From an optimization exercise on the open Yosys and OpenROAD flow, aimed at small area; shortcuts taken in it are not production practice. The RTL was checked by simulation tests, not by an equivalence proof against the original design. Power figures rest on the tool's default switching activity, not on a simulated workload.

==> design/flow/design.v <==
localparam[3:0] AND_OP = 4'b0000;
localparam[3:0] OR_OP = 4'b0001;
localparam[3:0] ADD_OP = 4'b0010;
localparam[3:0] SUB_OP = 4'b0110;
localparam[3:0] LESS_OP = 4'b0111;
localparam[3:0] RIGHT_L_OP = 4'b1000;
localparam[3:0] LEFT_L_OP = 4'b1001;
localparam[3:0] RIGHT_AR_OP = 4'b1010;
localparam[3:0] XOR_OP = 4'b1101;
`timescale 1 ns / 1 ps 
module OneShot(clk, rst, in, os);
	input wire logic clk;        
	input wire logic rst;        
	input wire logic in;         
	output logic os;             
	logic [1:0] state, next_state;
	localparam ZERO = 2'b00;
	localparam INC = 2'b01;
	localparam ONE = 2'b10;
	always_ff@(posedge clk)
		if (rst)
			state <= ZERO;
		else
			state <= next_state;
	always_comb begin
		next_state = state;
		case(state)
			ZERO:
				if (in)
					next_state = INC;
			INC:
				if (in)
					next_state = ONE;
				else
					next_state = ZERO;
			ONE:
				if (!in)
					next_state = ZERO;			         
		endcase
	end
	assign os = (state == INC);
endmodule
`timescale 1 ns / 1 ps 
module alu(op1, op2, alu_op, zero, result);
	input wire logic [31:0] op1, op2;
	input wire logic [3:0] alu_op;
	output logic zero;
	output logic [31:0] result;
	always_comb 
	begin
	   case (alu_op)
	   	   default : result = op1 + op2;
	       ADD_OP :  result = op1 + op2;
	       SUB_OP :  result = op1 - op2;
	       AND_OP :  result = op1 & op2;
	       OR_OP : result = op1 | op2;
	       XOR_OP : result = op1 ^ op2;
	       LESS_OP : result = $signed(op1) < $signed(op2);
	       LEFT_L_OP : result = op1 << op2[4:0];
	       RIGHT_L_OP : result = op1 >> op2[4:0];
	       RIGHT_AR_OP : result = $unsigned($signed(op1) >>> op2[4:0]);
	   endcase
	   if(!result)
	       zero = 1;
	   else
	       zero = 0;
	end
endmodule
`timescale 1 ns / 1 ps 
module regfile(clk, readReg1, readReg2, writeReg, writeData, write, readData1, readData2);
	input wire logic clk, write;
	input wire logic [4:0] readReg1, readReg2, writeReg;
	input wire logic [31:0] writeData;
	output logic [31:0] readData1, readData2;
	logic [31:0] register[31:0];
	localparam registerSize = 32;
	 always_ff@ (posedge clk) begin
	   readData1 <= (readReg1 == 0) ? 32'd0 : register[readReg1];
	   readData2 <= (readReg2 == 0) ? 32'd0 : register[readReg2];
	   if (write && writeReg != 0) begin
	     register[writeReg] <= writeData;
	     if (readReg1 == writeReg)
	         readData1 <= writeData;
	     if (readReg2 == writeReg)
	         readData2 <= writeData;
	   end
	 end	
endmodule
`timescale 1 ns / 1 ps 
module regfile_top(clk, btnc, btnl, btnu, btnd, sw, led);
	input wire logic clk, btnc, btnl, btnu, btnd;
	input wire logic [15:0] sw;
	output logic [15:0] led;
	logic [14:0] Address_register;
	logic btnc_d, btnc_one;
	logic [31:0] regReadDataA, regReadDataB, writeData_in;
	logic zero_throw;
	logic [31:0] result;
    always_ff@ (posedge clk) begin
        btnc_d <= btnc;
        if(btnu) 
            Address_register <= 0;
        else if(btnl)
            Address_register <= sw[14:0];
        else
            Address_register <= Address_register;       
    end
    OneShot osc (.clk(clk), .rst(btnu), .in(btnc_d), .os(btnc_one));
    always_comb begin
        if(sw[15])
            writeData_in = {{17{sw[14]}}, sw[14:0]};
        else
            writeData_in = result;
    end
    regfile masterReg (.clk(clk), .readReg1(Address_register[4:0]), 
    .readReg2(Address_register[9:5]), .writeReg(Address_register[14:10]), 
    .writeData(writeData_in), .write(btnc_one), .readData1(regReadDataA), 
    .readData2(regReadDataB));
    alu ALU1 (.op1(regReadDataA), .op2(regReadDataB), .alu_op(sw[3:0]), 
    .zero(zero_throw), .result(result));
    always_comb begin
        if(!btnd)
            led = regReadDataA[15:0];
        else
            led = regReadDataA[31:16];
    end
endmodule
==> design/flow/run.sh <==
#!/bin/bash
# synth_recipe.tcl (not shown) runs the flow's synth.tcl, then flattens the netlist and writes it again
# the make line also repeats each setting of config.mk as NAME=value (left out here)
make -C /OpenROAD-flow-scripts/flow DESIGN_CONFIG=/design/flow/config.mk WORK_HOME=/design/flow/orfs CLKGATE_MAP_FILE= SYNTH_SCRIPT=/design/flow/synth_recipe.tcl finish
==> design/flow/config.mk <==
export PLATFORM = sky130hd
export DESIGN_NAME = regfile_top
export DESIGN_NICKNAME = regfile_top
export VERILOG_FILES = /design/flow/design.v
export SDC_FILE = /design/flow/constraint.sdc
export NUM_CORES = 4
export LEC_CHECK = 0
export CAP_MARGIN = 20
export CORE_MARGIN = 2
export CORE_UTILIZATION = 40
export SLEW_MARGIN = 20
==> design/flow/constraint.sdc <==
create_clock -name core_clock -period 5.0 [get_ports {clk}]
set_input_delay 1.0000 -clock core_clock [delete_from_list [all_inputs] [get_ports {clk}]]
set_output_delay 1.0000 -clock core_clock [all_outputs]
set_load 0.01 [all_outputs]
==> out/qor.txt, run 1 <==
Clk Latency, worst-skew pair = 0.76 ns
Worst rel slew slack = 25.2%
Antenna-violating nets left = 0
Worst path required time = 5.45 ns
Yosys top cell by area = edfxtp_1
Synth Cell Area = 59200 µm²
Drt drc = 0
Initial antenna violation count = 4
NetSw = 0.00854 W
R2R setup slack = 0.42 ns
Seq pwr share = 42.1%
Initial Utilization = 40.2%
WS Path Type = reg2reg
Syn Area/Cell = 16.6 µm²
Pin count of the biggest net entering global routing = 84
Pwr dens = 404 nW/µm²
HP Class = reg2reg
Area contributors post-synth = edfxtp_1 (52%), mux4_2 (27%), dfxtp_1 (3.1%), ha_1 (2.1%), mux2i_1 (2.1%)
I/O pin count = 37
Clock sinks = 1116
CORE AREA = 147000 µm²
Clk pwr share = 31.5%
Slew Limit Fails = 0
Commonest cells in the netlist = edfxtp_1 (1024), mux4_2 (699), clkbuf_1 (197), nor2_1 (182), a21oi_1 (131)
Logic pwr share = 26.4%
CTS tree = yes
WL per Instance = 34.2 µm
Worst setup margin = 0.422 ns
Setup WS pre-CTS = 0.0306 ns
Worst path arrival time = 5.03 ns
Overall Global Routing Usage = 25.7%
FMAX = 218 MHz
Final wirelength = 195000 µm
First-pass GRT wire length = 278000 µm
Ys flop type = edfxtp_1
DR pass1 iterations = 9
Dpl hpwl = 125000 µm
YS warnings = 4
Drt initial violations = 4778
Top cell type's share of synthesized area = 51.9%
Setup TNS = 0 ns
Pint = 0.0186 W
Max Fanout on Critical Path = 32
Layout cells sized above 1 = 31.5%
Post-Route Skew = 0.0601 ns
Layout Nets = 3800
EDFF count, synth = 1024
Status = timing/DRC/antenna clean
Non-filler cells, final = 5697
Switching share of power = 31.5%
CP max stage cell = nor3_2
Post-synthesis sequential area ratio = 55.0%
Placed insts = 5491
Die X = 389 µm
CP cell instances = inv_1 -> ha_1 -> fa_1 -> or2_2 -> a221oi_1 -> o211ai_1 -> a21oi_1 -> o21ai_0 -> a31oi_1 -> mux2i_1 -> nor3_2 -> nor2_2 -> buf_4
Placed Instance Area = 63400 µm²
DIE AREA = 151000 µm²
Final core utilization = 45.5%
Via/cell ratio = 6.54
Netlist cell types = 91
Clock root cell = clkbuf_16
Area delta synth->final = 13.3%
Clock buffer depth = 3
Mapped Cells = 3568
Max-Cap Viols = 0
CP max stage delay = 0.48 ns
Critical Path Source Type = flip-flop
Async set-or-reset flop fraction in the synthesized netlist = 0%
Leakage Power = 21.1 nW
FF+latch count, synth = 1116
Vias in the first global route = 37100
Grt total ovfl = 0
Rows = 141
Finished Cell Area = 67100 µm²
CTS buffer count = 113
Clk slew on worst S/H paths = 0.06 ns
Max VDD drop = 289 µV
Final setup viols = 0
Fin crit period = 4.58 ns
Via count = 37200
Worst-margin pin slew = 1.09 ns
Final hold vios = 0
Dominant cell by count in the synthesized netlist = edfxtp_1
Gpl congestion = 0.996
RSZ-0062 raised after global routing = false
Final period util = 91.6%
Port bufs = 36
Die height = 389 µm
Critical Path End Type = flip-flop
H-Tree Depth = 3
stage by stage:
| step | hold slack [ns] | total power (W) |
|---|---|---|
| floorplan | 0.479 | 0.0158 |
| global placement | 0.503 | 0.0187 |
| detailed placement | 0.512 | 0.0186 |
| CTS | 0.521 | 0.0271 |
| global route | 0.578 | 0.0280 |
| finish | 0.521 | 0.0271 |
worst max-delay path, delay by kind of cell (launching register included):
| family | cells | cell delay (ns) |
|---|---|---|
| adder cells (fa/ha/maj) | 2 | 0.62 |
| AND/OR/NAND/NOR | 3 | 0.86 |
| buffers and inverters | 2 | 0.36 |
| flip-flops | 1 | 0.44 |
| AO/OA/AOI/OAI | 5 | 1.82 |
| multiplexers | 1 | 0.14 |
state kept, by name, summed over array words and instances (netlist names), named ones only:
register             cells
masterReg.readData1     32
masterReg.readData2     32
masterReg.register    1024
btnc_d                   1
osc.state                2
Address_register        15
layout make-up:
type,count,area [µm²]
Tap cell,1930,2410
Sequential cell,1116,32600
Fill cell,12700,80400
Timing Repair Buffer,252,2360
Antenna cell,1,2.50
Multi-Input combinational cell,2080,25500
Inverter,113,424
Clock inverter,61,713
Clock buffer,144,3040
logic make-up (layout without fill, tap and decap cells):
kind of cell	count (synthesis)	after routing	share of synthesized area, %
flops	1116	1116	55.0
other cells	1	33	0.00633
fa+ha+maj	103	103	2.20
simple gates	492	492	3.87
buf+inv	403	570	2.67
mux	844	844	29.3
compound gates	589	589	6.69
xor+xnor	20	20	0.296
power by group through the flow:
stage	clock network (W)	registers [W]	logic, W
floorplan	0	0.0114	0.00445
global placement	0	0.0116	0.00706
detailed placement	0	0.0116	0.00700
CTS	0.00869	0.0114	0.00703
global route	0.00905	0.0114	0.00756
finish	0.00854	0.0114	0.00714
path summary, 6_finish.rpt:
check / cells after the start / end / from
max: 13 / masterReg.register[7][26]$_DFFE_PP_ / masterReg.readData1[0]$_DFF_P_
min: 2 / osc.state[1]$_SDFFE_PP0P_ / btnc_d$_DFF_P_
max reg2reg: 13 / masterReg.register[7][26]$_DFFE_PP_ / masterReg.readData1[0]$_DFF_P_
min reg2reg: 2 / osc.state[1]$_SDFFE_PP0P_ / btnc_d$_DFF_P_
layout by cell type, fill, tap and decap left out, types with 29 or more instances in the layout:
| cell type | instances |
|---|---|
| nor2_4 | 32 |
| buf_12 | 30 |
| nand3_1 | 32 |
| nand2_1 | 128 |
| clkdlybuf4s50_1 | 36 |
| edfxtp_1 | 1024 |
| buf_4 | 186 |
| inv_1 | 108 |
| clkbuf_16 | 114 |
| mux4_2 | 699 |
| o211ai_1 | 29 |
| conb_1 | 32 |
| dfxtp_1 | 77 |
| o22ai_1 | 50 |
| a21oi_1 | 130 |
| nor3_1 | 42 |
| o21ai_0 | 110 |
| ha_1 | 101 |
| nor2_1 | 143 |
| mux2i_1 | 126 |
routing by layer:
layer	up-vias	GRT usage, %	wire length (µm)
met2	2004	41.6	94200
li1	15200	-	-
met5	-	0	26
met4	4	9.42	7500
met3	365	4.14	17100
met1	19700	35.3	76000
timing repair:
action / CTS / global route
resized for setup: 0 / 1
setup endpoints to repair: 0 / 20
hold buffers: 0 / 0
setup buffers: 0 / 0
==> inputs of run 2 (changes only) <==
--- a/design/flow/design.v
+++ b/design/flow/design.v
@@ -7,38 +7,17 @@
 localparam[3:0] LEFT_L_OP = 4'b1001;
 localparam[3:0] RIGHT_AR_OP = 4'b1010;
 localparam[3:0] XOR_OP = 4'b1101;
-`timescale 1 ns / 1 ps 
+`timescale 1 ns / 1 ps
 module OneShot(clk, rst, in, os);
-	input wire logic clk;        
-	input wire logic rst;        
-	input wire logic in;         
-	output logic os;             
-	logic [1:0] state, next_state;
-	localparam ZERO = 2'b00;
-	localparam INC = 2'b01;
-	localparam ONE = 2'b10;
-	always_ff@(posedge clk)
-		if (rst)
-			state <= ZERO;
-		else
-			state <= next_state;
-	always_comb begin
-		next_state = state;
-		case(state)
-			ZERO:
-				if (in)
-					next_state = INC;
-			INC:
-				if (in)
-					next_state = ONE;
-				else
-					next_state = ZERO;
-			ONE:
-				if (!in)
-					next_state = ZERO;			         
-		endcase
+	input wire logic clk;
+	input wire logic rst;
+	input wire logic in;
+	output logic os;
+	logic nz;
+	always_ff @(posedge clk) begin
+		nz <= !rst && in;
+		os <= !rst && in && !nz;
 	end
-	assign os = (state == INC);
 endmodule
 `timescale 1 ns / 1 ps 
 module alu(op1, op2, alu_op, zero, result);
@@ -66,25 +45,27 @@
 	       zero = 0;
 	end
 endmodule
-`timescale 1 ns / 1 ps 
+`timescale 1 ns / 1 ps
 module regfile(clk, readReg1, readReg2, writeReg, writeData, write, readData1, readData2);
 	input wire logic clk, write;
 	input wire logic [4:0] readReg1, readReg2, writeReg;
 	input wire logic [31:0] writeData;
 	output logic [31:0] readData1, readData2;
-	logic [31:0] register[31:0];
-	localparam registerSize = 32;
-	 always_ff@ (posedge clk) begin
-	   readData1 <= (readReg1 == 0) ? 32'd0 : register[readReg1];
-	   readData2 <= (readReg2 == 0) ? 32'd0 : register[readReg2];
-	   if (write && writeReg != 0) begin
-	     register[writeReg] <= writeData;
-	     if (readReg1 == writeReg)
-	         readData1 <= writeData;
-	     if (readReg2 == writeReg)
-	         readData2 <= writeData;
-	   end
-	 end	
+	logic [31:0] register[31:1];    
+	always_ff @(posedge clk) begin
+		for (int i = 1; i < 32; i++)
+			if (write && writeReg == i)
+				register[i] <= ~writeData;
+		readData1 <= rdport(readReg1);
+		readData2 <= rdport(readReg2);
+	end
+	function automatic logic [31:0] rdport(input logic [4:0] r);
+		logic [31:0] acc;
+		acc = 32'd0;
+		for (int i = 1; i < 32; i++)
+			acc = acc | ({32{r == i}} & ~register[i]);
+		rdport = (write && writeReg != 5'd0 && writeReg == r) ? writeData : acc;
+	endfunction
 endmodule
 `timescale 1 ns / 1 ps 
 module regfile_top(clk, btnc, btnl, btnu, btnd, sw, led);
--- a/design/flow/config.mk
+++ b/design/flow/config.mk
@@ -7,5 +7,7 @@
 export LEC_CHECK = 0
 export CAP_MARGIN = 20
 export CORE_MARGIN = 2
-export CORE_UTILIZATION = 40
+export CORE_UTILIZATION = 50
+export CTS_CLUSTER_DIAMETER = 80
+export CTS_CLUSTER_SIZE = 24
 export SLEW_MARGIN = 20
==> out/qor.txt, run 2 <==
Status = timing/DRC/antenna clean
Clk slew on worst S/H paths = 0.10 ns (+0.04 ns)
HP Class = reg2reg
R2r worst-path depth = 9 (-4)
Syn Area/Cell = 11.8 µm² (-29%)
Worst hold path endpoint = osc.os$_DFF_P_
Port bufs = 36 (unchanged)
Max VDD drop = 375 µV (+30%)
Ys flop type = edfxtp_1
Via count = 48800 (+31%)
YS warnings = 5 (+1)
Fin crit period = 4.66 ns (+0.0864 ns)
WS Path Type = reg2reg
R2R setup slack = 0.34 ns (-0.09 ns)
Post-Route Skew = 0.0329 ns (-0.0272 ns)
CTS buffer count = 54 (-52%)
Critical Path End Type = flip-flop
FF+latch count, synth = 1074 (-3.8%)
Most frequent cells in the layout = edfxtp_1 (992), o22ai_1 (959), nor2_1 (421)
Biggest register = masterReg.register
Worst path top cell family by delay = simple AND/OR/NAND/NOR gates
CP cell instances = nor2b_1 -> nand2_2 -> buf_4 -> o22ai_1 -> nor4_1 -> nand2_1 -> nor3_1 -> buf_4 -> a21oi_1
Hold Crit Start = osc.nz$_DFF_P_
Worst path required time = 5.51 ns (+0.06 ns)
Cell mode on critical path = buf_4
CTS tree = yes
Dpl hpwl = 168000 µm (+35%)
Initial Utilization = 50.3% (+10 points)
Area contributors post-synth = edfxtp_1 (57%), o22ai_1 (12%), nor2_1 (3.2%), dfxtp_1 (3.2%), mux4_2 (2.6%)
Cell depth of the worst hold path = 1 (-1)
WL per Instance = 45.5 µm (+33%)
Die X = 327 µm (-16%)
H-Tree Depth = 2 (-1)
RSZ-0062 raised after global routing = false
Area delta synth->final = 11.6%
Via/cell ratio = 8.17 (+25%)
Final setup viols = 0 (unchanged)
Finished Cell Area = 58100 µm² (-14%)
CP max stage delay = 0.90 ns (+0.42 ns)
Final hold vios = 0 (unchanged)
I/O pin count = 37 (unchanged)
Clock buffer depth = 3 (unchanged)
Commonest cells in the netlist = edfxtp_1 (992), o22ai_1 (961), nor2_1 (450), a21oi_1 (191), nand2_1 (190)
First-pass GRT wire length = 361000 µm (+30%)
Dominant cell by count in the synthesized netlist = edfxtp_1
Grt total ovfl = 0 (unchanged)
Max-Cap Viols = 0 (unchanged)
Placed Instance Area = 56400 µm² (-11%)
Pin count of the biggest net entering global routing = 58 (-31%)
Power, Total = 0.0211 W (-22%)
Antenna-violating nets left = 0 (unchanged)
# Post-CTS Setup Buffers = 0 (unchanged)
RR Startpoint = Address_register[1]$_SDFFE_PP0P_
Drt initial violations = 10800 (+130%)
EDFF count, synth = 992 (-3.1%)
Setup TNS = 0 ns (unchanged)
Worst setup margin = 0.335 ns (-0.0864 ns)
Clock root cell = clkbuf_16
Worst path arrival time = 5.18 ns (+0.15 ns)
Overall Global Routing Usage = 49.3% (+24 points)
Max reg flops = 992 (-3.1%)
Mapped Cells = 4426 (+24%)
Worst rel slew slack = 10.5% (-15 points)
Final core utilization = 56.2% (+11 points)
Clk Latency, worst-skew pair = 0.75 ns (about the same)
Critical Path Source Type = flip-flop
Die height = 327 µm (-16%)
Worst-margin pin slew = 1.34 ns (+0.248 ns)
DIE AREA = 107000 µm² (-29%)
Clock sinks = 1074 (-3.8%)
Top cell type's share of synthesized area = 57.3% (+5.4 points)
Drt drc = 0 (unchanged)
CP max stage cell = a21oi_1
Netlist cell types = 96 (+5.5%)
Vias in the first global route = 43800 (+18%)
FMAX = 214 MHz (-1.9%)
Layout cells sized above 1 = 14.2% (-17 points)
Most common cell after layout, fill and taps aside = edfxtp_1
Max Fanout on Critical Path = 12 (-63%)
Final wirelength = 272000 µm (+40%)
Leakage Power = 19.2 nW (-8.9%)
Final period util = 93.3% (+1.7 points)
Async set-or-reset flop fraction in the synthesized netlist = 0% (unchanged)
Layout Nets = 4659 (+23%)
# hold bufs at CTS = 0 (unchanged)
Largest registers = masterReg.register (992), masterReg.readData1 (32), masterReg.readData2 (32)
DR pass1 iterations = 10 (+1)
CP bufs+invs = 2 (unchanged)
Rows = 118 (-16%)
CORE AREA = 103000 µm² (-30%)
Pwr dens = 363 nW/µm² (-10%)
Gpl congestion = 1.08 (+8.6%)
Setup WS pre-CTS = 0.0425 ns (+0.0119 ns)
Slew Limit Fails = 0 (unchanged)
Post-synthesis sequential area ratio = 60.4% (+5.4 points)
RR Endpoint = masterReg.readData1[2]$_DFF_P_
Initial antenna violation count = 23 (+19)
# resized after CTS = 0 (unchanged)
Yosys top cell by area = edfxtp_1
Synth Cell Area = 52000 µm² (-12%)
-- run 2: logic make-up (layout without fill, tap and decap cells) --
| family | after synthesis | count (layout) | synth area share [%] |
|---|---|---|---|
| other | 0 | 13 | 0 |
| DFF | 1074 | 1074 | 60.4 |
| xor gates and xnor gates | 39 | 39 | 0.657 |
| muxes | 140 | 140 | 4.36 |
| AOI/OAI and AO/OA | 1496 | 1496 | 18.5 |
| adders and majority gates | 99 | 99 | 2.41 |
| and+or+nand+nor | 1149 | 1149 | 10.4 |
| buffers and inverters | 429 | 580 | 3.31 |
-- run 2: worst max-delay path by stage --
stage | startpoint | endpoint | depth (start not counted) | slack (ns)
6_report | Address_register[1]$_SDFFE_PP0P_ | masterReg.readData1[2]$_DFF_P_ | 9 | 0.34
5_1_grt | masterReg.readData1[3]$_DFF_P_ | masterReg.register[13][16]$_DFFE_PP_ | 12 | 0.21
4_1_cts | btnd | led[6] | 3 | 0.56
3_5_place_dp | sw[3] | masterReg.readData1[1]$_DFF_P_ | 11 | 0.04
3_3_place_gp | sw[1] | masterReg.readData1[1]$_DFF_P_ | 10 | 0.09
2_1_floorplan | masterReg.readData2[2]$_DFF_P_ | masterReg.register[10][12]$_DFFE_PP_ | 14 | 0.26
-- run 2: worst register-to-register path, cell delays in order (launching register included) --
cell     delay [ns]
dfxtp_1        0.58
nor2b_1        0.87
nand2_2        0.86
buf_4          0.51
o22ai_1        0.26
nor4_1         0.10
nand2_1        0.08
nor3_1         0.09
buf_4          0.21
a21oi_1        0.90
-- run 2: cell type report --
| type | instances | area [µm²] |
|---|---|---|
| clock buffers | 83 | 1490 |
| repair buffers | 391 | 3510 |
| multi-input cells | 2923 | 19400 |
| flip-flops and latches | 1074 | 31400 |
| fillers | 8645 | 45300 |
| well taps | 1380 | 1730 |
| inverters | 95 | 357 |
| diodes | 13 | 32.5 |
| clock inverters | 11 | 131 |
-- run 2: metrics by stage --
stage / instances / hold slack (ns)
6_report: 5970 / 0.462
5_1_grt: 5957 / 0.473
4_1_cts: 5956 / 0.461
3_5_place_dp: 5862 / 0.457
3_3_place_gp: 5857 / 0.445
2_1_floorplan: 4426 / 0.367
-- run 2: power breakdown --
part	internal (W)	total [W]	leakage (nW)	switching, W
Sequential	0.0104	0.0106	9.57	0.000229
Combinational	0.00175	0.00535	8.86	0.00360
Clock	0.00211	0.00514	0.773	0.00303
-- run 2: layer usage --
metal | track usage (%) | vias to the layer above | wire [µm]
met4 | 32.9 | 36 | 26400
met5 | 0.710 | - | 358
met2 | 67.3 | 5811 | 105000
met3 | 23.7 | 1820 | 51500
met1 | 61.9 | 23200 | 88400
li1 | - | 18000 | -

[static timing again, ports no longer ideal]
The flow's constraints put no driver on any port. The routed layouts listed below were extracted and timed again, unchanged, in two steps. Step 1 (the two cells are an assumption about what drives the block):
set clk [get_ports {clk}]
set_driving_cell -lib_cell sky130_fd_sc_hd__clkbuf_16 $clk
set_driving_cell -lib_cell sky130_fd_sc_hd__buf_2 [delete_from_list [all_inputs] $clk]
Step 2 adds t to the input delays and takes it off the output delays; t is the mean of the earliest and latest rising clock arrival at the registers after step 1. Input paths then give back, and output paths get back, about the clock's delay inside the block. Three values: no drivers, after step 1, after step 2; two values: the first two.
| run | t, ns | setup WS [ns] | hold WS [ns] | worst setup path at the end | worst register clock-pin slew, ns |
|---|---|---|---|---|---|
| run 1 | 0.810 | 0.422 / 0.422 / 0.012 | 0.521 / 0.521 / 0.521 | input to register | 0.07 / 0.07 |
| run 2 | 0.802 | 0.335 / 0.335 / -0.266 | 0.462 / 0.462 / 0.462 | input to register | 0.11 / 0.11 |
With both steps, setup timing fails in run 2, where it was met with ideal ports. The setup slack of run 2, which loses most, moves by 0.000 ns with the drivers and by -0.601 ns with both steps.
